Background: an optimization exercise with open tools, aiming at small area and a short achievable clock period. Do not read the settings as production practice.
Where RTL was checked, it was by simulation tests only, not by an equivalence proof against the original.
Function not checked in run 3: the RTL went through the layout flow alone.
The clock input has no modelled driver; a real chip could not lean on it and would need a root buffer or a full tree.

==> flow/design.v (outline; a module is shown in full before it is edited, if it fits) <==
// module csa4: 190 lines
// module csa3: 97 lines
// module cadd32: 168 lines
// module cadd31: 112 lines
// module wrap31: 63 lines
// module mul_rows: 2739 lines
// module fa_cell: 4 lines
// module pair_add: 16 lines
// module p9_add: 15 lines
// module smadd: 13 lines
// module conv2d_3x3: 107 lines
module conv2d_3x3 #(
    parameter SIZE  = 32 ,
    WEIGHT = 34,
    LENGHT = 302
) (
    input clk,
    input reset_n,
    input load,
    input en,
    input [SIZE-1:0] in,
    input [SIZE-1:0] k1,
    input [SIZE-1:0] k2,
    input [SIZE-1:0] k3,
    input [SIZE-1:0] k4,
    input [SIZE-1:0] k5,
    input [SIZE-1:0] k6,
    input [SIZE-1:0] k7,
    input [SIZE-1:0] k8,
    input [SIZE-1:0] k9,
    output valid_out,
    output[SIZE-1:0] out
);
  // ...
==> flow/flow/run.sh <==
#!/bin/bash
# Standard ORFS layout (the standard.sh) with:
#  - timing repair aimed below the design's period: repair_timing treats
#    slack under SETUP_SLACK_MARGIN as a violation (the SDC is the standard flow's);
#  - plain buffers on the ports;
#  - after repair_design, flow/load_tree.tcl rebuilds the buffer tree of the
#    load input as a clustered two-level tree, and puts each output's port
#    buffer and its flip-flop next to the pin;
#  - larger clock-tree sink clusters.
set -euo pipefail
export SETUP_SLACK_MARGIN=30.55
export BUFFER_PORTS_ARGS="-buffer_cell sky130_fd_sc_hd__buf_4"
export POST_RESIZE_TCL=$PWD/flow/load_tree.tcl
export PRE_GLOBAL_PLACE_TCL=$PWD/flow/pre_gp.tcl
export CTS_ARGS="-sink_clustering_enable -repair_clock_nets -sink_clustering_size 25 -sink_clustering_max_diameter 120 -dont_use_dummy_load"
bash standard.sh > flow_make.log 2>&1
==> flow/flow/load_tree.tcl <==
# Rebuild the buffer tree of the load input as a balanced, clustered tree.
# Sourced after repair_design (POST_RESIZE), before detailed placement.
namespace eval lt {
  variable block
  proc is_buf {inst} {
    return [regexp {__(buf|clkbuf|bufbuf)_[0-9]+$} [[$inst getMaster] getName]]
  }
  proc drv_iterm {net} {
    foreach it [$net getITerms] { if {[$it isOutputSignal]} { return $it } }
    return ""
  }
  # all non-buffer sinks below net, deleting the buffers in between
  proc collect {net sinksVar} {
    upvar $sinksVar sinks
    foreach it [$net getITerms] {
      if {[$it isOutputSignal]} continue
      set inst [$it getInst]
      if {[is_buf $inst]} {
        set onet ""
        foreach o [$inst getITerms] { if {[$o isOutputSignal]} { set onet [$o getNet] } }
        if {$onet ne "" && $onet ne "NULL"} { collect $onet sinks }
        odb::dbInst_destroy $inst
        if {$onet ne "" && $onet ne "NULL"} { odb::dbNet_destroy $onet }
      } else {
        lappend sinks $it
      }
    }
  }
  proc center {inst} {
    set b [$inst getBBox]
    return [list [expr {([$b xMin] + [$b xMax]) / 2}] [expr {([$b yMin] + [$b yMax]) / 2}]]
  }
  # k-means of points {x y}, returns list of cluster index per point
  proc kmeans {pts k} {
    set n [llength $pts]
    set cs {}
    for {set i 0} {$i < $k} {incr i} { lappend cs [lindex $pts [expr {($i * $n) / $k}]] }
    # seed by sorting along x then y bands for a spread start
    set asg [lrepeat $n 0]
    for {set it 0} {$it < 25} {incr it} {
      set asg {}
      foreach p $pts {
        set best 0; set bd 1e30; set j 0
        lassign $p px py
        foreach c $cs {
          lassign $c cx cy
          set d [expr {abs($px - $cx) + abs($py - $cy)}]
          if {$d < $bd} { set bd $d; set best $j }
          incr j
        }
        lappend asg $best
      }
      set sx [lrepeat $k 0.0]; set sy [lrepeat $k 0.0]; set sn [lrepeat $k 0]
      foreach p $pts a $asg {
        lset sx $a [expr {[lindex $sx $a] + [lindex $p 0]}]
        lset sy $a [expr {[lindex $sy $a] + [lindex $p 1]}]
        lset sn $a [expr {[lindex $sn $a] + 1}]
      }
      set ncs {}
      for {set j 0} {$j < $k} {incr j} {
        if {[lindex $sn $j] > 0} {
          lappend ncs [list [expr {int([lindex $sx $j] / [lindex $sn $j])}] [expr {int([lindex $sy $j] / [lindex $sn $j])}]]
        } else { lappend ncs [lindex $cs $j] }
      }
      set cs $ncs
    }
    return [list $asg $cs]
  }
  variable cnt 0
  proc mkbuf {master x y innet outnet} {
    variable block; variable cnt
    incr cnt
    set inst [odb::dbInst_create $block $master "ltbuf_$cnt"]
    $inst setLocation $x $y
    $inst setPlacementStatus PLACED
    [$inst findITerm A] connect $innet
    [$inst findITerm X] connect $outnet
    return $inst
  }
  proc mknet {} {
    variable block; variable cnt
    incr cnt
    set net [odb::dbNet_create $block "ltnet_$cnt"]
    $net setSigType SIGNAL
    return $net
  }
  proc build {port leaf_size fan2 leafcell midcell} {
    variable block
    set block [ord::get_db_block]
    set db [ord::get_db]
    set bt [$block findBTerm $port]
    set pnet [$bt getNet]
    # the input buffer on the port
    set ibuf ""
    foreach it [$pnet getITerms] { set ibuf [$it getInst] }
    set root ""
    foreach o [$ibuf getITerms] { if {[$o isOutputSignal]} { set root [$o getNet] } }
    set sinks {}
    collect $root sinks
    foreach it $sinks { $it disconnect }
    set n [llength $sinks]
    set pts {}
    foreach it $sinks { lappend pts [center [$it getInst]] }
    set k1 [expr {($n + $leaf_size - 1) / $leaf_size}]
    lassign [kmeans $pts $k1] asg cs
    set lm [$db findMaster $leafcell]
    set mm [$db findMaster $midcell]
    # level 2 clustering of leaf buffers
    set k2 [expr {($k1 + $fan2 - 1) / $fan2}]
    lassign [kmeans $cs $k2] asg2 cs2
    set midnets {}
    foreach c $cs2 {
      set net [mknet]
      lassign $c x y
      mkbuf $mm $x $y $root $net
      lappend midnets $net
    }
    set j 0
    foreach c $cs a2 $asg2 {
      set net [mknet]
      lassign $c x y
      mkbuf $lm $x $y [lindex $midnets $a2] $net
      set leafnets($j) $net
      incr j
    }
    foreach it $sinks a $asg { $it connect $leafnets($a) }
    puts "load tree: $n sinks, $k1 leaf buffers ($leafcell), $k2 mid buffers ($midcell)"
  }
}
lt::build load 50 8 sky130_fd_sc_hd__buf_6 sky130_fd_sc_hd__buf_16

# Put each output's port buffer and the flip-flop that drives it next to the
# port's pin, so that the register-to-output paths stay short.
namespace eval lt {
  proc out_regs {} {
    set block [ord::get_db_block]
    set core [$block getCoreArea]
    set cx0 [$core xMin]; set cy0 [$core yMin]; set cx1 [$core xMax]; set cy1 [$core yMax]
    set moved 0
    foreach bt [$block getBTerms] {
      if {[$bt getIoType] ne "OUTPUT"} continue
      set net [$bt getNet]
      set buf ""
      foreach it [$net getITerms] { if {[$it isOutputSignal]} { set buf [$it getInst] } }
      if {$buf eq ""} continue
      set bnet [[$buf findITerm A] getNet]
      set ff ""
      foreach it [$bnet getITerms] { if {[$it isOutputSignal]} { set ff [$it getInst] } }
      if {$ff eq ""} continue
      set bb [$bt getBBox]
      set px [expr {([$bb xMin] + [$bb xMax]) / 2}]
      set py [expr {([$bb yMin] + [$bb yMax]) / 2}]
      # inside the core, a little away from the edge
      set m 4000
      set x [expr {min(max($px, $cx0 + $m), $cx1 - $m - 20000)}]
      set y [expr {min(max($py, $cy0 + $m), $cy1 - $m - 3000)}]
      # direction towards the core: flop one cell further in
      set dx 0; set dy 0
      if {$px <= $cx0} { set dx 6000 } elseif {$px >= $cx1} { set dx -6000 } elseif {$py <= $cy0} { set dy 3000 } else { set dy -3000 }
      $buf setLocation $x $y
      $ff setLocation [expr {$x + $dx}] [expr {$y + $dy}]
      incr moved
    }
    puts "output registers moved next to their pins: $moved"
  }
}
lt::out_regs

# Inputs other than load have time to spare: their port buffers can be the
# smallest buffer (repair_timing sizes them up if a path needs it).
namespace eval lt {
  proc small_inbufs {keep cell} {
    set block [ord::get_db_block]
    set m [[ord::get_db] findMaster $cell]
    set n 0
    foreach bt [$block getBTerms] {
      if {[$bt getIoType] ne "INPUT" || [lsearch $keep [$bt getName]] >= 0} continue
      set net [$bt getNet]
      if {$net eq "NULL"} continue
      foreach it [$net getITerms] {
        set inst [$it getInst]
        if {[regexp {__buf_[0-9]+$} [[$inst getMaster] getName]]} { $inst swapMaster $m; incr n }
      }
    }
    puts "input port buffers set to $cell: $n"
  }
}
lt::small_inbufs {load clk reset_n} sky130_fd_sc_hd__buf_1
==> flow/flow/pre_gp.tcl <==
# Without timing-driven global placement ORFS keeps the buffers that
# synthesis (abc) inserted; remove them before placement as the
# timing-driven mode does.
remove_buffers
==> flow/standard.sh <==
#!/bin/bash
# synth_recipe.tcl (not shown) runs the flow's synth.tcl, then flattens the netlist and writes it again
# the make line also repeats each setting of config.mk as NAME=value (left out here)
make -C /OpenROAD-flow-scripts/flow DESIGN_CONFIG=/design/flow/config.mk WORK_HOME=/design/flow/orfs CLKGATE_MAP_FILE= SYNTH_SCRIPT=/design/flow/synth_recipe.tcl "${@:-finish}"
==> flow/config.mk <==
export PLATFORM = sky130hd
export DESIGN_NAME = conv2d_3x3
export DESIGN_NICKNAME = conv2d_3x3
export VERILOG_FILES = /design/flow/design.v
export SDC_FILE = /design/flow/constraint.sdc
export NUM_CORES = 8
export LEC_CHECK = 0
export CAP_MARGIN = 20
export CORE_MARGIN = 2
export CORE_UTILIZATION = 45
export GPL_TIMING_DRIVEN = 0
export PLACE_DENSITY = 0.55
export SLEW_MARGIN = 20
export SYNTH_HIERARCHICAL = 1
==> flow/constraint.sdc <==
create_clock -name core_clock -period 40.0 [get_ports {clk}]
set_input_delay 8.0000 -clock core_clock [delete_from_list [all_inputs] [get_ports {clk}]]
set_output_delay 8.0000 -clock core_clock [all_outputs]
set_load 0.01 [all_outputs]
==> out/qor.csv, run 1 <==
stage;metric;value;unit
run_status;status;finished clean;
setup_path;path_cells;buf_6;
global_route;gr-total-overflow;0;
worst_hold_path;hold_start;chain[1053];
floorplan;start_util;45.15;%
floorplan;core-area;560500;um2
cells_and_area;largest_class;multi-input combinational cells;
clock_network;cts-htree-levels;4;
worst_hold_path;whs_path_depth;0;
cells_and_area;inv_count;111;
routing;drt_iter0_markers;13660;
place;place_ws;30.01;ns
timing;report.final.hold_viol_count;0;
global_route;grt_max_degree;79;
global_route;met1_usage;32.60;%
timing;setup_violations;0;
routing;wl_met3;58.59;mm
global_route;grt_use_met3;4.992;%
place;dp_hpwl;518.1;mm
routing;drt-met1-wl;270.7;mm
setup_path;critical_path.reg2reg.startpoint;chain[2298];
==> run 2, diff against run 1 <==
--- a/flow/flow/run.sh
+++ b/flow/flow/run.sh
@@ -6,11 +6,13 @@
 #  - after repair_design, flow/load_tree.tcl rebuilds the buffer tree of the
 #    load input as a clustered two-level tree, and puts each output's port
 #    buffer and its flip-flop next to the pin;
-#  - larger clock-tree sink clusters.
+#  - larger clock-tree sink clusters; after CTS, flow/clk_inv.tcl turns the
+#    tree's first two levels into inverters (two per path, so every
+#    register still sees the clock unchanged, with less insertion delay).
 set -euo pipefail
-export SETUP_SLACK_MARGIN=30.55
+export SETUP_SLACK_MARGIN=30.75
 export BUFFER_PORTS_ARGS="-buffer_cell sky130_fd_sc_hd__buf_4"
 export POST_RESIZE_TCL=$PWD/flow/load_tree.tcl
-export PRE_GLOBAL_PLACE_TCL=$PWD/flow/pre_gp.tcl
+export POST_CTS_TCL=$PWD/flow/clk_inv.tcl
 export CTS_ARGS="-sink_clustering_enable -repair_clock_nets -sink_clustering_size 25 -sink_clustering_max_diameter 120 -dont_use_dummy_load"
 bash standard.sh > flow_make.log 2>&1
==> flow/flow/clk_inv.tcl (new file) <==
# The clock tree's first two levels (the root buffer and the buffers it
# drives) become inverters: every path from the clock port keeps an even
# number of inversions (two inverters, then buffers), and the inverters'
# single stage shortens the insertion delay of all registers alike.
namespace eval ci {
  proc is_clkbuf {inst} { return [regexp {__clkbuf_[0-9]+$} [[$inst getMaster] getName]] }
  proc outnet {inst} {
    foreach it [$inst getITerms] { if {[$it isOutputSignal]} { return [$it getNet] } }
    return "NULL"
  }
  proc swap {inst cell} {
    set block [ord::get_db_block]
    set db [ord::get_db]
    set inet [[$inst findITerm A] getNet]
    set onet [[$inst findITerm X] getNet]
    lassign [$inst getLocation] x y
    set name [$inst getName]
    odb::dbInst_destroy $inst
    set ni [odb::dbInst_create $block [$db findMaster $cell] "${name}_inv"]
    $ni setLocation $x $y
    $ni setPlacementStatus PLACED
    [$ni findITerm A] connect $inet
    [$ni findITerm Y] connect $onet
  }
  proc run {cell} {
    set block [ord::get_db_block]
    set cnet [[$block findBTerm clk] getNet]
    set roots {}
    foreach it [$cnet getITerms] { lappend roots [$it getInst] }
    if {[llength $roots] != 1 || ![is_clkbuf [lindex $roots 0]]} { puts "clk_inv: clock port does not drive one buffer, nothing done"; return }
    set root [lindex $roots 0]
    set kids {}
    foreach it [[outnet $root] getITerms] {
      if {[$it isOutputSignal]} continue
      set k [$it getInst]
      if {![is_clkbuf $k]} { puts "clk_inv: root drives a non-buffer ([$k getName]), nothing done"; return }
      lappend kids $k
    }
    foreach k $kids {
      foreach it [[outnet $k] getITerms] {
        if {[$it isOutputSignal]} continue
        if {![is_clkbuf [$it getInst]]} { puts "clk_inv: level-2 buffer drives a non-buffer, nothing done"; return }
      }
    }
    swap $root $cell
    foreach k $kids { swap $k $cell }
    puts "clk_inv: root and [llength $kids] level-2 clock buffers replaced by $cell"
  }
}
ci::run sky130_fd_sc_hd__clkinv_16
detailed_placement
check_placement -verbose
estimate_parasitics -placement
repair_timing_helper
detailed_placement
check_placement -verbose
--- a/flow/config.mk
+++ b/flow/config.mk
@@ -7,8 +7,7 @@
 export LEC_CHECK = 0
 export CAP_MARGIN = 20
 export CORE_MARGIN = 2
-export CORE_UTILIZATION = 45
-export GPL_TIMING_DRIVEN = 0
-export PLACE_DENSITY = 0.55
+export CORE_UTILIZATION = 50
+export PLACE_DENSITY = 0.6
 export SLEW_MARGIN = 20
 export SYNTH_HIERARCHICAL = 1
removed: flow/flow/pre_gp.tcl
==> run 2 against run 1 <==
Net effect: highest routed layer unchanged; synthesized cell count stayed put; fmax is 1.9% higher; worst hold slack worse by 0.0017 ns; critical path depth stayed put; register-to-register slack gained 0.15 ns; synthesized area did not move; final cell count is 5.0% lower; via count is 1.3% lower; utilization is 3.1 points higher; first-iteration DRC count is 4.0% lower; global-route usage increased by 1.3 points.
==> out/qor.csv, run 2 <==
stage;metric;value;unit;change
run_status;status;finished clean;;unchanged
setup_path;worst-path-stages;1;;unchanged
setup_path;worstSetupPathType;flop to output pin;;unchanged
timing;drv_slew;0;;unchanged
setup_path;cp_max_fo;1;;unchanged
floorplan;rows;261;;was 275
setup_path;max_stage_delay;0.43;ns;about the same
yosys;syn-cell-area;253000;um2;unchanged
routing;via_count;148800;;was 150800
setup_path;critPathBufInv;1;;unchanged
global_route;grt_max_degree;94;;was 79
timing;report.final.hold_viol_count;0;;unchanged
place;place.gp.congestion;0.9065;;was 0.9028
cells_and_area;final_area;257700;um2;was 269200 um2
setup_path;crit_family;flip-flops;;unchanged
place;place_ws;29.39;ns;was 30.01 ns
worst_hold_path;min_path_type;flop to flop;;unchanged
routing;routed_wl;647.7;mm;was 690.8 mm
setup_path;critPathRequiredTime;32.00;ns;about the same
timing;fin_crit_sh;23.24;%;was 23.68%
setup_path;cp-start-kind;flop;;unchanged
floorplan;start_util;50.15;%;was 45.15%
setup_path;path_cells;buf_6;;unchanged
setup_path;slowest_stage;edfxtp_1;;unchanged
global_route;grt_pass1_vias;162800;;was 163400
global_route;grt_pass1_wl;998.8;mm;was 1049 mm
global_route;gr-total-overflow;0;;unchanged
routing;drc_errors;0;;unchanged
floorplan;die_area;511800;um2;was 568300 um2
clock_network;cts.sinks;2815;;unchanged
setup_path;critical_path.reg2reg.startpoint;chain[119];;was chain[2298]
routing;dr.pass1.iters;6;;unchanged
cells_and_area;register_area;84470;um2;unchanged
cells_and_area;syn_to_final_growth;1.845;%;was 6.368%
timing;tightest_slew;1.152;ns;was 1.196 ns
flow_run;drv_cap;0;;unchanged
yosys;postSynthAreaPerCell;12.88;um2;unchanged
setup_path;endpoint_kind;output pin;;unchanged
setup_path;startpoint;r_out[6];;was r_out[15]
floorplan;fp.dieH;715.4;um;was 753.9 um
routing;drt_iter0_markers;13120;;was 13660
routing;antenna_left;0;;unchanged
setup_path;arrival;1.30;ns;was 1.47 ns
global_route;grt_antenna_before_repair;7;;was 23
setup_path;reg2reg_to;r78[23];;was r12[6]
cells_and_area;largest_reg_flops;2304;;unchanged
clock_network;clkTransAtPathRegs;0.09;ns;was 0.10 ns
timing;fin_ws;30.70;ns;was 30.53 ns
cells_and_area;mostFrequentLayoutCells;nand2_1, fa_1, edfxtp_1;;unchanged
floorplan;core-area;504500;um2;was 560500 um2
cells_and_area;layout_commonest_cell;nand2_1;;unchanged
global_route;grt_util_all_layers;25.91;%;was 24.56%
cells_and_area;largest_register;chain;;unchanged
timing;maxSlewHeadroom;23.21;%;was 20.29%
clock_network;insertion_delay;0.76;ns;was 0.93 ns
timing;fmax;107.6;MHz;was 105.6 MHz
floorplan;die_width;715.4;um;was 753.9 um
cells_and_area;multi_input_area;152300;um2;was 152600 um2
place;dp_hpwl;451.4;mm;was 518.1 mm
routing;wl_per_cell;25.54;um;was 25.89 um
setup_path;setup.worst_path.end;out[6];;was out[15]
cells_and_area;fillers;42920;;was 48770
routing;vias_per_cell;5.869;;was 5.653
timing;fin_crit;9.295;ns;was 9.472 ns
timing;setup_violations;0;;unchanged
yosys;yosys_warnings;7;;unchanged
place;portBuffers;293;;unchanged
cells_and_area;drive_above_1_share;6.580;%;was 9.130%
timing;finClkSkew;0.1118;ns;was 0.1115 ns
timing;rsz0062_at_grt;yes;;unchanged
floorplan;ios;357;;unchanged
place;dpl-instance-area;250200;um2;was 258200 um2
cells_and_area;final_nets;24320;;was 24860
yosys;synth_cells;19650;;unchanged
timing;fin_setup_tns;0;ns;unchanged
setup_path;ff2ff_setup_slack;30.88;ns;was 30.73 ns
setup_path;reg2reg_depth;22;;was 21
-- run 2: cell types whose count changed in the layout (fill, tap and decap cells not counted), sizes merged --
cell / change
buf: -538
xnor3: -13
diode: -7
clkinv: +5
clkbuf: +3
-- run 2: layout make-up, without the clock buffers --
type,count,share of cell area (%)
buffer,65,0.3345
sequential,2815,32.78
multi-input combinational,14630,59.10
inverter,116,0.2238
antenna,4,0.003884
timing repair buffer,870,2.875
tap,6706,3.256
-- run 2: how the worst min path moves through the flow --
| stage | cells past startpoint | start | slack [ns] | end |
|---|---|---|---|---|
| after floorplan | 0 | chain[968] | 0.40 | chain[1000] |
| after global placement | 0 | chain[1566] | 0.40 | chain[1598] |
| after detailed placement | 0 | chain[970] | 0.40 | chain[1002] |
| after global routing | 0 | chain[1101] | 0.37 | chain[1133] |
| final | 0 | chain[800] | 0.36 | chain[832] |
-- run 2: metal layers --
metal	vias to the layer above	track usage [%]	wire length [um]
li1	60890	-	-
met1	78520	34.13	246600
met2	7585	41.13	303000
met3	1822	5.323	58810
met4	2	13.08	39340
met5	-	0	10
-- run 2: per-stage QoR --
step	std cells	utilization [%]	hold WS [ns]
floorplan	19770	-	0.4003
global route	25350	51.08	0.3651
global placement	24940	49.65	0.4000
finish	25360	51.08	0.3581
detailed placement	24980	49.58	0.4045
==> module cadd32, before the edit <==
module cadd32 (input [31:0] a, input [31:0] b, output [31:0] s0, output [31:0] s1, output co0, output co1);
    wire [31:0] g = a & b;
    wire [31:0] p = a ^ b;
    wire G1_1 = g[1] | (p[1] & g[0]);
    wire P1_1 = p[1] & p[0];
    wire G3_2 = g[3] | (p[3] & g[2]);
    wire P3_2 = p[3] & p[2];
    wire G5_3 = g[5] | (p[5] & g[4]);
    wire P5_3 = p[5] & p[4];
    wire G7_4 = g[7] | (p[7] & g[6]);
    wire P7_4 = p[7] & p[6];
    wire G9_5 = g[9] | (p[9] & g[8]);
    wire P9_5 = p[9] & p[8];
    wire G11_6 = g[11] | (p[11] & g[10]);
    wire P11_6 = p[11] & p[10];
    wire G13_7 = g[13] | (p[13] & g[12]);
    wire P13_7 = p[13] & p[12];
    wire G15_8 = g[15] | (p[15] & g[14]);
    wire P15_8 = p[15] & p[14];
    wire G17_9 = g[17] | (p[17] & g[16]);
    wire P17_9 = p[17] & p[16];
    wire G19_10 = g[19] | (p[19] & g[18]);
    wire P19_10 = p[19] & p[18];
    wire G21_11 = g[21] | (p[21] & g[20]);
    wire P21_11 = p[21] & p[20];
    wire G23_12 = g[23] | (p[23] & g[22]);
    wire P23_12 = p[23] & p[22];
    wire G25_13 = g[25] | (p[25] & g[24]);
    wire P25_13 = p[25] & p[24];
    wire G27_14 = g[27] | (p[27] & g[26]);
    wire P27_14 = p[27] & p[26];
    wire G29_15 = g[29] | (p[29] & g[28]);
    wire P29_15 = p[29] & p[28];
    wire G31_16 = g[31] | (p[31] & g[30]);
    wire P31_16 = p[31] & p[30];
    wire G2_17 = g[2] | (p[2] & G1_1);
    wire P2_17 = p[2] & P1_1;
    wire G3_18 = G3_2 | (P3_2 & G1_1);
    wire P3_18 = P3_2 & P1_1;
    wire G6_19 = g[6] | (p[6] & G5_3);
    wire P6_19 = p[6] & P5_3;
    wire G7_20 = G7_4 | (P7_4 & G5_3);
    wire P7_20 = P7_4 & P5_3;
    wire G10_21 = g[10] | (p[10] & G9_5);
    wire P10_21 = p[10] & P9_5;
    wire G11_22 = G11_6 | (P11_6 & G9_5);
    wire P11_22 = P11_6 & P9_5;
    wire G14_23 = g[14] | (p[14] & G13_7);
    wire P14_23 = p[14] & P13_7;
    wire G15_24 = G15_8 | (P15_8 & G13_7);
    wire P15_24 = P15_8 & P13_7;
    wire G18_25 = g[18] | (p[18] & G17_9);
    wire P18_25 = p[18] & P17_9;
    wire G19_26 = G19_10 | (P19_10 & G17_9);
    wire P19_26 = P19_10 & P17_9;
    wire G22_27 = g[22] | (p[22] & G21_11);
    wire P22_27 = p[22] & P21_11;
    wire G23_28 = G23_12 | (P23_12 & G21_11);
    wire P23_28 = P23_12 & P21_11;
    wire G26_29 = g[26] | (p[26] & G25_13);
    wire P26_29 = p[26] & P25_13;
    wire G27_30 = G27_14 | (P27_14 & G25_13);
    wire P27_30 = P27_14 & P25_13;
    wire G30_31 = g[30] | (p[30] & G29_15);
    wire P30_31 = p[30] & P29_15;
    wire G31_32 = G31_16 | (P31_16 & G29_15);
    wire P31_32 = P31_16 & P29_15;
    wire G4_33 = g[4] | (p[4] & G3_18);
    wire P4_33 = p[4] & P3_18;
    wire G5_34 = G5_3 | (P5_3 & G3_18);
    wire P5_34 = P5_3 & P3_18;
    wire G6_35 = G6_19 | (P6_19 & G3_18);
    wire P6_35 = P6_19 & P3_18;
    wire G7_36 = G7_20 | (P7_20 & G3_18);
    wire P7_36 = P7_20 & P3_18;
    wire G12_37 = g[12] | (p[12] & G11_22);
    wire P12_37 = p[12] & P11_22;
    wire G13_38 = G13_7 | (P13_7 & G11_22);
    wire P13_38 = P13_7 & P11_22;
    wire G14_39 = G14_23 | (P14_23 & G11_22);
    wire P14_39 = P14_23 & P11_22;
    wire G15_40 = G15_24 | (P15_24 & G11_22);
    wire P15_40 = P15_24 & P11_22;
    wire G20_41 = g[20] | (p[20] & G19_26);
    wire P20_41 = p[20] & P19_26;
    wire G21_42 = G21_11 | (P21_11 & G19_26);
    wire P21_42 = P21_11 & P19_26;
    wire G22_43 = G22_27 | (P22_27 & G19_26);
    wire P22_43 = P22_27 & P19_26;
    wire G23_44 = G23_28 | (P23_28 & G19_26);
    wire P23_44 = P23_28 & P19_26;
    wire G28_45 = g[28] | (p[28] & G27_30);
    wire P28_45 = p[28] & P27_30;
    wire G29_46 = G29_15 | (P29_15 & G27_30);
    wire P29_46 = P29_15 & P27_30;
    wire G30_47 = G30_31 | (P30_31 & G27_30);
    wire P30_47 = P30_31 & P27_30;
    wire G31_48 = G31_32 | (P31_32 & G27_30);
    wire P31_48 = P31_32 & P27_30;
    wire G8_49 = g[8] | (p[8] & G7_36);
    wire P8_49 = p[8] & P7_36;
    wire G9_50 = G9_5 | (P9_5 & G7_36);
    wire P9_50 = P9_5 & P7_36;
    wire G10_51 = G10_21 | (P10_21 & G7_36);
    wire P10_51 = P10_21 & P7_36;
    wire G11_52 = G11_22 | (P11_22 & G7_36);
    wire P11_52 = P11_22 & P7_36;
    wire G12_53 = G12_37 | (P12_37 & G7_36);
    wire P12_53 = P12_37 & P7_36;
    wire G13_54 = G13_38 | (P13_38 & G7_36);
    wire P13_54 = P13_38 & P7_36;
    wire G14_55 = G14_39 | (P14_39 & G7_36);
    wire P14_55 = P14_39 & P7_36;
    wire G15_56 = G15_40 | (P15_40 & G7_36);
    wire P15_56 = P15_40 & P7_36;
    wire G24_57 = g[24] | (p[24] & G23_44);
    wire P24_57 = p[24] & P23_44;
    wire G25_58 = G25_13 | (P25_13 & G23_44);
    wire P25_58 = P25_13 & P23_44;
    wire G26_59 = G26_29 | (P26_29 & G23_44);
    wire P26_59 = P26_29 & P23_44;
    wire G27_60 = G27_30 | (P27_30 & G23_44);
    wire P27_60 = P27_30 & P23_44;
    wire G28_61 = G28_45 | (P28_45 & G23_44);
    wire P28_61 = P28_45 & P23_44;
    wire G29_62 = G29_46 | (P29_46 & G23_44);
    wire P29_62 = P29_46 & P23_44;
    wire G30_63 = G30_47 | (P30_47 & G23_44);
    wire P30_63 = P30_47 & P23_44;
    wire G31_64 = G31_48 | (P31_48 & G23_44);
    wire P31_64 = P31_48 & P23_44;
    wire G16_65 = g[16] | (p[16] & G15_56);
    wire P16_65 = p[16] & P15_56;
    wire G17_66 = G17_9 | (P17_9 & G15_56);
    wire P17_66 = P17_9 & P15_56;
    wire G18_67 = G18_25 | (P18_25 & G15_56);
    wire P18_67 = P18_25 & P15_56;
    wire G19_68 = G19_26 | (P19_26 & G15_56);
    wire P19_68 = P19_26 & P15_56;
    wire G20_69 = G20_41 | (P20_41 & G15_56);
    wire P20_69 = P20_41 & P15_56;
    wire G21_70 = G21_42 | (P21_42 & G15_56);
    wire P21_70 = P21_42 & P15_56;
    wire G22_71 = G22_43 | (P22_43 & G15_56);
    wire P22_71 = P22_43 & P15_56;
    wire G23_72 = G23_44 | (P23_44 & G15_56);
    wire P23_72 = P23_44 & P15_56;
    wire G24_73 = G24_57 | (P24_57 & G15_56);
    wire P24_73 = P24_57 & P15_56;
    wire G25_74 = G25_58 | (P25_58 & G15_56);
    wire P25_74 = P25_58 & P15_56;
    wire G26_75 = G26_59 | (P26_59 & G15_56);
    wire P26_75 = P26_59 & P15_56;
    wire G27_76 = G27_60 | (P27_60 & G15_56);
    wire P27_76 = P27_60 & P15_56;
    wire G28_77 = G28_61 | (P28_61 & G15_56);
    wire P28_77 = P28_61 & P15_56;
    wire G29_78 = G29_62 | (P29_62 & G15_56);
    wire P29_78 = P29_62 & P15_56;
    wire G30_79 = G30_63 | (P30_63 & G15_56);
    wire P30_79 = P30_63 & P15_56;
    wire G31_80 = G31_64 | (P31_64 & G15_56);
    wire P31_80 = P31_64 & P15_56;
    assign s0 = p ^ {G30_79, G29_78, G28_77, G27_76, G26_75, G25_74, G24_73, G23_72, G22_71, G21_70, G20_69, G19_68, G18_67, G17_66, G16_65, G15_56, G14_55, G13_54, G12_53, G11_52, G10_51, G9_50, G8_49, G7_36, G6_35, G5_34, G4_33, G3_18, G2_17, G1_1, g[0], 1'b0};
    assign s1 = p ^ {(G30_79 | P30_79), (G29_78 | P29_78), (G28_77 | P28_77), (G27_76 | P27_76), (G26_75 | P26_75), (G25_74 | P25_74), (G24_73 | P24_73), (G23_72 | P23_72), (G22_71 | P22_71), (G21_70 | P21_70), (G20_69 | P20_69), (G19_68 | P19_68), (G18_67 | P18_67), (G17_66 | P17_66), (G16_65 | P16_65), (G15_56 | P15_56), (G14_55 | P14_55), (G13_54 | P13_54), (G12_53 | P12_53), (G11_52 | P11_52), (G10_51 | P10_51), (G9_50 | P9_50), (G8_49 | P8_49), (G7_36 | P7_36), (G6_35 | P6_35), (G5_34 | P5_34), (G4_33 | P4_33), (G3_18 | P3_18), (G2_17 | P2_17), (G1_1 | P1_1), (g[0] | p[0]), 1'b1};
    assign co0 = G31_80;
    assign co1 = G31_80 | P31_80;
endmodule
==> module cadd31, before the edit <==
module cadd31 (input [30:0] a, input [30:0] b, output [30:0] s0, output [30:0] s1, output co0, output co1);
    wire [30:0] g = a & b;
    wire [30:0] p = a ^ b;
    wire G1_1 = g[1] | (p[1] & g[0]);
    wire P1_1 = p[1] & p[0];
    wire G3_2 = g[3] | (p[3] & g[2]);
    wire P3_2 = p[3] & p[2];
    wire G5_3 = g[5] | (p[5] & g[4]);
    wire P5_3 = p[5] & p[4];
    wire G7_4 = g[7] | (p[7] & g[6]);
    wire P7_4 = p[7] & p[6];
    wire G9_5 = g[9] | (p[9] & g[8]);
    wire P9_5 = p[9] & p[8];
    wire G11_6 = g[11] | (p[11] & g[10]);
    wire P11_6 = p[11] & p[10];
    wire G13_7 = g[13] | (p[13] & g[12]);
    wire P13_7 = p[13] & p[12];
    wire G15_8 = g[15] | (p[15] & g[14]);
    wire P15_8 = p[15] & p[14];
    wire G17_9 = g[17] | (p[17] & g[16]);
    wire P17_9 = p[17] & p[16];
    wire G19_10 = g[19] | (p[19] & g[18]);
    wire P19_10 = p[19] & p[18];
    wire G21_11 = g[21] | (p[21] & g[20]);
    wire P21_11 = p[21] & p[20];
    wire G23_12 = g[23] | (p[23] & g[22]);
    wire P23_12 = p[23] & p[22];
    wire G25_13 = g[25] | (p[25] & g[24]);
    wire P25_13 = p[25] & p[24];
    wire G27_14 = g[27] | (p[27] & g[26]);
    wire P27_14 = p[27] & p[26];
    wire G29_15 = g[29] | (p[29] & g[28]);
    wire P29_15 = p[29] & p[28];
    wire G3_16 = G3_2 | (P3_2 & G1_1);
    wire P3_16 = P3_2 & P1_1;
    wire G7_17 = G7_4 | (P7_4 & G5_3);
    wire P7_17 = P7_4 & P5_3;
    wire G11_18 = G11_6 | (P11_6 & G9_5);
    wire P11_18 = P11_6 & P9_5;
    wire G15_19 = G15_8 | (P15_8 & G13_7);
    wire P15_19 = P15_8 & P13_7;
    wire G19_20 = G19_10 | (P19_10 & G17_9);
    wire P19_20 = P19_10 & P17_9;
    wire G23_21 = G23_12 | (P23_12 & G21_11);
    wire P23_21 = P23_12 & P21_11;
    wire G27_22 = G27_14 | (P27_14 & G25_13);
    wire P27_22 = P27_14 & P25_13;
    wire G7_23 = G7_17 | (P7_17 & G3_16);
    wire P7_23 = P7_17 & P3_16;
    wire G15_24 = G15_19 | (P15_19 & G11_18);
    wire P15_24 = P15_19 & P11_18;
    wire G23_25 = G23_21 | (P23_21 & G19_20);
    wire P23_25 = P23_21 & P19_20;
    wire G15_26 = G15_24 | (P15_24 & G7_23);
    wire P15_26 = P15_24 & P7_23;
    wire G2_27 = g[2] | (p[2] & G1_1);
    wire P2_27 = p[2] & P1_1;
    wire G4_28 = g[4] | (p[4] & G3_16);
    wire P4_28 = p[4] & P3_16;
    wire G5_29 = G5_3 | (P5_3 & G3_16);
    wire P5_29 = P5_3 & P3_16;
    wire G6_30 = g[6] | (p[6] & G5_29);
    wire P6_30 = p[6] & P5_29;
    wire G8_31 = g[8] | (p[8] & G7_23);
    wire P8_31 = p[8] & P7_23;
    wire G9_32 = G9_5 | (P9_5 & G7_23);
    wire P9_32 = P9_5 & P7_23;
    wire G10_33 = g[10] | (p[10] & G9_32);
    wire P10_33 = p[10] & P9_32;
    wire G11_34 = G11_18 | (P11_18 & G7_23);
    wire P11_34 = P11_18 & P7_23;
    wire G12_35 = g[12] | (p[12] & G11_34);
    wire P12_35 = p[12] & P11_34;
    wire G13_36 = G13_7 | (P13_7 & G11_34);
    wire P13_36 = P13_7 & P11_34;
    wire G14_37 = g[14] | (p[14] & G13_36);
    wire P14_37 = p[14] & P13_36;
    wire G16_38 = g[16] | (p[16] & G15_26);
    wire P16_38 = p[16] & P15_26;
    wire G17_39 = G17_9 | (P17_9 & G15_26);
    wire P17_39 = P17_9 & P15_26;
    wire G18_40 = g[18] | (p[18] & G17_39);
    wire P18_40 = p[18] & P17_39;
    wire G19_41 = G19_20 | (P19_20 & G15_26);
    wire P19_41 = P19_20 & P15_26;
    wire G20_42 = g[20] | (p[20] & G19_41);
    wire P20_42 = p[20] & P19_41;
    wire G21_43 = G21_11 | (P21_11 & G19_41);
    wire P21_43 = P21_11 & P19_41;
    wire G22_44 = g[22] | (p[22] & G21_43);
    wire P22_44 = p[22] & P21_43;
    wire G23_45 = G23_25 | (P23_25 & G15_26);
    wire P23_45 = P23_25 & P15_26;
    wire G24_46 = g[24] | (p[24] & G23_45);
    wire P24_46 = p[24] & P23_45;
    wire G25_47 = G25_13 | (P25_13 & G23_45);
    wire P25_47 = P25_13 & P23_45;
    wire G26_48 = g[26] | (p[26] & G25_47);
    wire P26_48 = p[26] & P25_47;
    wire G27_49 = G27_22 | (P27_22 & G23_45);
    wire P27_49 = P27_22 & P23_45;
    wire G28_50 = g[28] | (p[28] & G27_49);
    wire P28_50 = p[28] & P27_49;
    wire G29_51 = G29_15 | (P29_15 & G27_49);
    wire P29_51 = P29_15 & P27_49;
    wire G30_52 = g[30] | (p[30] & G29_51);
    wire P30_52 = p[30] & P29_51;
    assign s0 = p ^ {G29_51, G28_50, G27_49, G26_48, G25_47, G24_46, G23_45, G22_44, G21_43, G20_42, G19_41, G18_40, G17_39, G16_38, G15_26, G14_37, G13_36, G12_35, G11_34, G10_33, G9_32, G8_31, G7_23, G6_30, G5_29, G4_28, G3_16, G2_27, G1_1, g[0], 1'b0};
    assign s1 = p ^ {(G29_51 | P29_51), (G28_50 | P28_50), (G27_49 | P27_49), (G26_48 | P26_48), (G25_47 | P25_47), (G24_46 | P24_46), (G23_45 | P23_45), (G22_44 | P22_44), (G21_43 | P21_43), (G20_42 | P20_42), (G19_41 | P19_41), (G18_40 | P18_40), (G17_39 | P17_39), (G16_38 | P16_38), (G15_26 | P15_26), (G14_37 | P14_37), (G13_36 | P13_36), (G12_35 | P12_35), (G11_34 | P11_34), (G10_33 | P10_33), (G9_32 | P9_32), (G8_31 | P8_31), (G7_23 | P7_23), (G6_30 | P6_30), (G5_29 | P5_29), (G4_28 | P4_28), (G3_16 | P3_16), (G2_27 | P2_27), (G1_1 | P1_1), (g[0] | p[0]), 1'b1};
    assign co0 = G30_52;
    assign co1 = G30_52 | P30_52;
endmodule
==> module pair_add, before the edit <==
module pair_add (
    input  [30:0] ra1, input [30:0] rb1, input s1,
    input  [30:0] ra2, input [30:0] rb2, input s2,
    output [31:0] z
);
    wire        op = s1 ^ s2;
    wire [31:0] sa, sb, h0, h1;
    wire        c1, c2, u0, u1;
    csa4 cs (.r0(ra1), .r1(rb1), .r2(ra2 ^ {31{op}}), .r3(rb2 ^ {31{op}}), .ci(~op), .sa(sa), .sb(sb));
    cadd32 ad (.a(sa), .b(sb), .s0(h0), .s1(h1), .co0(u0), .co1(u1));
    wrap31 w1 (.ra(ra1), .rb(rb1), .c(c1));
    wrap31 w2 (.ra(ra2), .rb(rb2), .c(c2));
    wire        neg = op & (~h0[31] ^ c1 ^ c2);
    assign z[30:0] = ~op ? ~h1[30:0] : (neg ? h1[30:0] : ~h0[30:0]);
    assign z[31]   = neg ? s2 : s1;
endmodule
==> module p9_add, before the edit <==
module p9_add (
    input  [30:0] xi, input sx,
    input  [30:0] ra, input [30:0] rb, input s9,
    output [31:0] z
);
    wire        op = sx ^ s9;
    wire [31:0] sa, sb, h0, h1;
    wire        c9, u0, u1;
    csa3 cs (.r0(xi), .r1(ra ^ {31{op}}), .r2(rb ^ {31{op}}), .ci(~op), .sa(sa), .sb(sb));
    cadd32 ad (.a(sa), .b(sb), .s0(h0), .s1(h1), .co0(u0), .co1(u1));
    wrap31 w9 (.ra(ra), .rb(rb), .c(c9));
    wire        neg = op & (~h0[31] ^ c9);
    assign z[30:0] = ~op ? ~h1[30:0] : (neg ? h1[30:0] : ~h0[30:0]);
    assign z[31]   = neg ? s9 : sx;
endmodule
==> module smadd, before the edit <==
module smadd #(parameter INV = 0) (
    input  [31:0] x,
    input  [31:0] y,
    output [31:0] z
);
    wire        op = x[31] ^ y[31];
    wire [30:0] u0, u1;
    wire        c0, ge;
    cadd31 ad (.a(x[30:0]), .b(y[30:0] ^ {31{op}}), .s0(u0), .s1(u1), .co0(c0), .co1(ge));
    wire [30:0] m = ~op ? u0 : (ge ? u1 : ~u0);
    assign z[30:0] = INV ? ~m : m;
    assign z[31]   = (op & ~ge) ? y[31] : x[31];
endmodule
==> run 3, diff against run 2 <==
--- a/flow/design.v
+++ b/flow/design.v
@@ -290,7 +290,7 @@
     assign sa = {1'b1, s61, s59, s57, s55, s53, s51, s49, s47, s45, s43, s41, s39, s37, s35, s33, s31, s29, s27, s25, s23, s21, s19, s17, s15, s13, s11, s9, s7, s5, s3, s1};
     assign sb = {c62, c60, c58, c56, c54, c52, c50, c48, c46, c44, c42, c40, c38, c36, c34, c32, c30, c28, c26, c24, c22, c20, c18, c16, c14, c12, c10, c8, c6, c4, c2, ci};
 endmodule
-module cadd32 (input [31:0] a, input [31:0] b, output [31:0] s0, output [31:0] s1, output co0, output co1);
+module cadd32 (input [31:0] a, input [31:0] b, output [31:0] s0, output [31:0] s1, output co0, output co1, output cm);
     wire [31:0] g = a & b;
     wire [31:0] p = a ^ b;
     wire G1_1 = g[1] | (p[1] & g[0]);
@@ -455,10 +455,11 @@
     wire P31_80 = P31_64 & P15_56;
     assign s0 = p ^ {G30_79, G29_78, G28_77, G27_76, G26_75, G25_74, G24_73, G23_72, G22_71, G21_70, G20_69, G19_68, G18_67, G17_66, G16_65, G15_56, G14_55, G13_54, G12_53, G11_52, G10_51, G9_50, G8_49, G7_36, G6_35, G5_34, G4_33, G3_18, G2_17, G1_1, g[0], 1'b0};
     assign s1 = p ^ {(G30_79 | P30_79), (G29_78 | P29_78), (G28_77 | P28_77), (G27_76 | P27_76), (G26_75 | P26_75), (G25_74 | P25_74), (G24_73 | P24_73), (G23_72 | P23_72), (G22_71 | P22_71), (G21_70 | P21_70), (G20_69 | P20_69), (G19_68 | P19_68), (G18_67 | P18_67), (G17_66 | P17_66), (G16_65 | P16_65), (G15_56 | P15_56), (G14_55 | P14_55), (G13_54 | P13_54), (G12_53 | P12_53), (G11_52 | P11_52), (G10_51 | P10_51), (G9_50 | P9_50), (G8_49 | P8_49), (G7_36 | P7_36), (G6_35 | P6_35), (G5_34 | P5_34), (G4_33 | P4_33), (G3_18 | P3_18), (G2_17 | P2_17), (G1_1 | P1_1), (g[0] | p[0]), 1'b1};
+    assign cm = G30_79;
     assign co0 = G31_80;
     assign co1 = G31_80 | P31_80;
 endmodule
-module cadd31 (input [30:0] a, input [30:0] b, output [30:0] s0, output [30:0] s1, output co0, output co1);
+module cadd31 (input [30:0] a, input [30:0] b, output [30:0] s0, output [30:0] s1, output co0, output co1, output cm);
     wire [30:0] g = a & b;
     wire [30:0] p = a ^ b;
     wire G1_1 = g[1] | (p[1] & g[0]);
@@ -567,6 +568,7 @@
     wire P30_52 = p[30] & P29_51;
     assign s0 = p ^ {G29_51, G28_50, G27_49, G26_48, G25_47, G24_46, G23_45, G22_44, G21_43, G20_42, G19_41, G18_40, G17_39, G16_38, G15_26, G14_37, G13_36, G12_35, G11_34, G10_33, G9_32, G8_31, G7_23, G6_30, G5_29, G4_28, G3_16, G2_27, G1_1, g[0], 1'b0};
     assign s1 = p ^ {(G29_51 | P29_51), (G28_50 | P28_50), (G27_49 | P27_49), (G26_48 | P26_48), (G25_47 | P25_47), (G24_46 | P24_46), (G23_45 | P23_45), (G22_44 | P22_44), (G21_43 | P21_43), (G20_42 | P20_42), (G19_41 | P19_41), (G18_40 | P18_40), (G17_39 | P17_39), (G16_38 | P16_38), (G15_26 | P15_26), (G14_37 | P14_37), (G13_36 | P13_36), (G12_35 | P12_35), (G11_34 | P11_34), (G10_33 | P10_33), (G9_32 | P9_32), (G8_31 | P8_31), (G7_23 | P7_23), (G6_30 | P6_30), (G5_29 | P5_29), (G4_28 | P4_28), (G3_16 | P3_16), (G2_27 | P2_27), (G1_1 | P1_1), (g[0] | p[0]), 1'b1};
+    assign cm = G29_51;
     assign co0 = G30_52;
     assign co1 = G30_52 | P30_52;
 endmodule
@@ -633,6 +635,9 @@
     wire t30 = t29 & t28;
     assign c = ~(g30 | t30);
 endmodule
+module pick31 (input [30:0] a, input [30:0] b, input s, output [30:0] z);
+    assign z = s ? a : b;
+endmodule
 `timescale 1ns / 1ps
 `timescale 1ns / 1ps
 `timescale 1ns / 1ps
@@ -3388,14 +3393,17 @@
 );
     wire        op = s1 ^ s2;
     wire [31:0] sa, sb, h0, h1;
-    wire        c1, c2, u0, u1;
+    wire        c1, c2, u0, u1, g30;
     csa4 cs (.r0(ra1), .r1(rb1), .r2(ra2 ^ {31{op}}), .r3(rb2 ^ {31{op}}), .ci(~op), .sa(sa), .sb(sb));
-    cadd32 ad (.a(sa), .b(sb), .s0(h0), .s1(h1), .co0(u0), .co1(u1));
+    cadd32 ad (.a(sa), .b(sb), .s0(h0), .s1(h1), .co0(u0), .co1(u1), .cm(g30));
     wrap31 w1 (.ra(ra1), .rb(rb1), .c(c1));
     wrap31 w2 (.ra(ra2), .rb(rb2), .c(c2));
-    wire        neg = op & (~h0[31] ^ c1 ^ c2);
-    assign z[30:0] = ~op ? ~h1[30:0] : (neg ? h1[30:0] : ~h0[30:0]);
-    assign z[31]   = neg ? s2 : s1;
+    wire        y   = ~(sa[31] ^ sb[31]) ^ c1 ^ c2;
+    wire        neg = op & (y ^ g30);
+    wire [30:0] za  = ~op ? ~h1[30:0] : (y ? ~h0[30:0] : h1[30:0]);    
+    wire [30:0] zb  = ~op ? ~h1[30:0] : (y ? h1[30:0] : ~h0[30:0]);    
+    pick31 pk (.a(za), .b(zb), .s(g30), .z(z[30:0]));
+    assign z[31] = neg ? s2 : s1;
 endmodule
 module p9_add (
     input  [30:0] xi, input sx,
@@ -3404,13 +3412,16 @@
 );
     wire        op = sx ^ s9;
     wire [31:0] sa, sb, h0, h1;
-    wire        c9, u0, u1;
+    wire        c9, u0, u1, g30;
     csa3 cs (.r0(xi), .r1(ra ^ {31{op}}), .r2(rb ^ {31{op}}), .ci(~op), .sa(sa), .sb(sb));
-    cadd32 ad (.a(sa), .b(sb), .s0(h0), .s1(h1), .co0(u0), .co1(u1));
+    cadd32 ad (.a(sa), .b(sb), .s0(h0), .s1(h1), .co0(u0), .co1(u1), .cm(g30));
     wrap31 w9 (.ra(ra), .rb(rb), .c(c9));
-    wire        neg = op & (~h0[31] ^ c9);
-    assign z[30:0] = ~op ? ~h1[30:0] : (neg ? h1[30:0] : ~h0[30:0]);
-    assign z[31]   = neg ? s9 : sx;
+    wire        y   = ~(sa[31] ^ sb[31]) ^ c9;
+    wire        neg = op & (y ^ g30);
+    wire [30:0] za  = ~op ? ~h1[30:0] : (y ? ~h0[30:0] : h1[30:0]);
+    wire [30:0] zb  = ~op ? ~h1[30:0] : (y ? h1[30:0] : ~h0[30:0]);
+    pick31 pk (.a(za), .b(zb), .s(g30), .z(z[30:0]));
+    assign z[31] = neg ? s9 : sx;
 endmodule
 module smadd #(parameter INV = 0) (
     input  [31:0] x,
@@ -3420,7 +3431,8 @@
     wire        op = x[31] ^ y[31];
     wire [30:0] u0, u1;
     wire        c0, ge;
-    cadd31 ad (.a(x[30:0]), .b(y[30:0] ^ {31{op}}), .s0(u0), .s1(u1), .co0(c0), .co1(ge));
+    wire        cm;
+    cadd31 ad (.a(x[30:0]), .b(y[30:0] ^ {31{op}}), .s0(u0), .s1(u1), .co0(c0), .co1(ge), .cm(cm));
     wire [30:0] m = ~op ? u0 : (ge ? u1 : ~u0);
     assign z[30:0] = INV ? ~m : m;
     assign z[31]   = (op & ~ge) ? y[31] : x[31];
==> run 3 against run 2 <==
Net effect: still clean on timing, DRC and antenna; register-to-register slack improved by 0.10 ns; critical path depth unchanged; worst hold slack got worse by 0.028 ns; sequential share of layout area decreased by 0.53 points; utilization increased by 0.32 points; largest cell class unchanged.
==> out/qor.csv, run 3 <==
stage;metric;value;unit;change
run_status;status;finished clean;;unchanged
floorplan;die_area;518300;um2;was 511800 um2
global_route;grt_use_met3;5.599;%;was 5.323%
timing;finClkSkew;0.1106;ns;was 0.1118 ns
yosys;synth_cells;20180;;was 19650
global_route;gr-total-overflow;0;;unchanged
cells_and_area;register_area;84470;um2;unchanged
timing;fin_crit_sh;23.22;%;was 23.24%
routing;drc_errors;0;;unchanged
timing;fin_setup_tns;0;ns;unchanged
cells_and_area;fillers;43280;;was 42920
timing;fin_crit;9.289;ns;was 9.295 ns
floorplan;start_util;50.28;%;was 50.15%
setup_path;critPathBufInv;1;;unchanged
routing;routed_wl;665.8;mm;was 647.7 mm
global_route;grt_pass1_wl;1024;mm;was 998.8 mm
cells_and_area;final_nets;24850;;was 24320
yosys;postSynthAreaPerCell;12.70;um2;was 12.88 um2
timing;drv_slew;0;;unchanged
setup_path;worstSetupPathType;flop to output pin;;unchanged
timing;fmax;107.7;MHz;was 107.6 MHz
yosys;yosys_warnings;7;;unchanged
place;portBuffers;293;;unchanged
cells_and_area;layoutNonFillerInstCount;25930;;was 25360
floorplan;die_width;719.9;um;was 715.4 um
place;dp_cells;25500;;was 24980
yosys;syn-cell-area;256300;um2;was 253000 um2
global_route;grtUsageMet2;41.68;%;was 41.13%
floorplan;fp.dieH;719.9;um;was 715.4 um
floorplan;core-area;509800;um2;was 504500 um2
timing;rsz0062_at_grt;yes;;unchanged
clock_network;insertion_delay;0.73;ns;was 0.76 ns
cells_and_area;syn_to_final_growth;2.220;%;was 1.845%
routing;vias_per_cell;5.921;;was 5.869
floorplan;rows;262;;was 261
global_route;busiest_layer;met2;;unchanged
setup_path;crit_family;flip-flops;;unchanged
clock_network;cts.sinks;2815;;unchanged
setup_path;critPathRequiredTime;32.00;ns;about the same
routing;antenna_left;0;;unchanged
cells_and_area;final_area;262000;um2;was 257700 um2
routing;dr.pass1.iters;8;;was 6
clock_network;clkTransAtPathRegs;0.09;ns;about the same
global_route;grt_antenna_before_repair;8;;was 7
worst_hold_path;min_path_type;flop to flop;;unchanged
place;place.gp.congestion;0.9154;;was 0.9065
timing;report.final.hold_viol_count;0;;unchanged
setup_path;cp_max_fo;1;;unchanged
global_route;met1_usage;34.51;%;was 34.13%
timing;setup_violations;0;;unchanged
cells_and_area;largest_register;chain;;unchanged
cells_and_area;drive_above_1_share;7.036;%;was 6.580%
flow_run;drv_cap;0;;unchanged
place;dpl-instance-area;253600;um2;was 250200 um2
routing;wl_per_cell;25.68;um;was 25.54 um
routing;drt_iter0_markers;13900;;was 13120
timing;maxSlewHeadroom;23.85;%;was 23.21%
floorplan;ios;357;;unchanged
setup_path;arrival;1.29;ns;was 1.30 ns
routing;via_count;153500;;was 148800
cells_and_area;mostFrequentLayoutCells;nand2_1, fa_1, edfxtp_1;;unchanged
global_route;grt_pass1_vias;165900;;was 162800
setup_path;cp-start-kind;flop;;unchanged
cells_and_area;layout_commonest_cell;nand2_1;;unchanged
setup_path;endpoint_kind;output pin;;unchanged
setup_path;max_stage_delay;0.43;ns;about the same
cells_and_area;largest_reg_flops;2304;;unchanged
place;dp_hpwl;457.8;mm;was 451.4 mm
setup_path;slowest_stage;edfxtp_1;;unchanged
global_route;grt_util_all_layers;26.12;%;was 25.91%
setup_path;path_cells;buf_6;;unchanged
global_route;grt_max_degree;126;;was 94
cells_and_area;multi_input_area;155500;um2;was 152300 um2
timing;tightest_slew;1.142;ns;was 1.152 ns
==> run 3: worst reg2reg max path, delay by kind of cell, from the launching register on <==
family / cells / cell delay [ns]
adder cells (fa/ha/maj): 11 / 5.75
AND/OR/NAND/NOR: 6 / 1.00
buffers and inverters: 2 / 0.59
AO/OA/AOI/OAI: 2 / 0.51
flip-flops: 1 / 0.34
multiplexers: 1 / 0.30
XOR/XNOR: 1 / 0.24
==> run 3: layout make-up, without the clock buffers <==
class	count	area share, %
multi-input combinational	15070	59.35
buffer	65	0.3291
tap	6732	3.215
inverter	144	0.2675
antenna	8	0.007641
sequential	2815	32.24
timing repair buffer	943	3.162
==> run 3: path summary, 6_finish.rpt <==
| path | from | endpoint | slack, ns | cells past startpoint |
|---|---|---|---|---|
| worst max-delay path | r_out[10] | out[10] | 30.71 | 1 |
| worst min-delay path | chain[1344] | chain[1376] | 0.33 | 0 |
| worst max register to register | chain[2226] | r34[17] | 30.98 | 23 |
| worst min register to register | chain[1344] | chain[1376] | 0.33 | 0 |
| max in group asynchronous | reset_n | cnt[6] | 32.56 | 1 |
| min in group asynchronous | reset_n | e2 | 7.16 | 1 |
==> run 3: stage by stage <==
| stage | setup WS [ns] | hold WS [ns] | utilization (%) |
|---|---|---|---|
| final | 30.71 | 0.3300 | 51.39 |
| after global routing | 30.64 | 0.3528 | 51.39 |
| after detailed placement | 29.61 | 0.4045 | 49.75 |
| after global placement | 25.76 | 0.4000 | 49.83 |
| after floorplan | 31.17 | 0.4003 | - |
==> run 3: routing by layer <==
metal	routed length (um)	up-vias
met2	311200	7901
met1	251900	80740
met5	42	-
li1	-	63020
met3	64630	1861
met4	38040	6

## afterwards: timing with drivers on the ports
How much do the figures lean on ideal ports? The routed layouts below were timed once more, with nothing changed but the port constraints. Step 1 sets driving cells, clkbuf_16 on the clock port and buf_2 on the other inputs (assumed; they add their load-dependent delay and slew). Step 2, shift: input delay + t, output delay - t, t = (earliest + latest rising clock arrival at the registers) / 2. This alone moves slack from input paths to output paths. a / b / c = ideal ports / drivers / drivers and shift; a / b = the first two.
run | t (ns) | slack for setup (ns) | worst setup path at the end | worst data-port slew with drivers (ns) | pins driven straight from the clock port
run 1 | 0.999 | 30.528 / 30.405 / 30.092 | input to register | 0.09 | 1
run 2 | 0.859 | 30.705 / 30.546 / 30.207 | input to register | 0.13 | 1
run 3 | 0.846 | 30.711 / 30.553 / 30.223 | input to register | 0.18 | 1
After both steps every run listed still meets setup and hold. The setup slack of run 2, which loses most, moves by -0.159 ns with the drivers and by -0.498 ns with both steps.
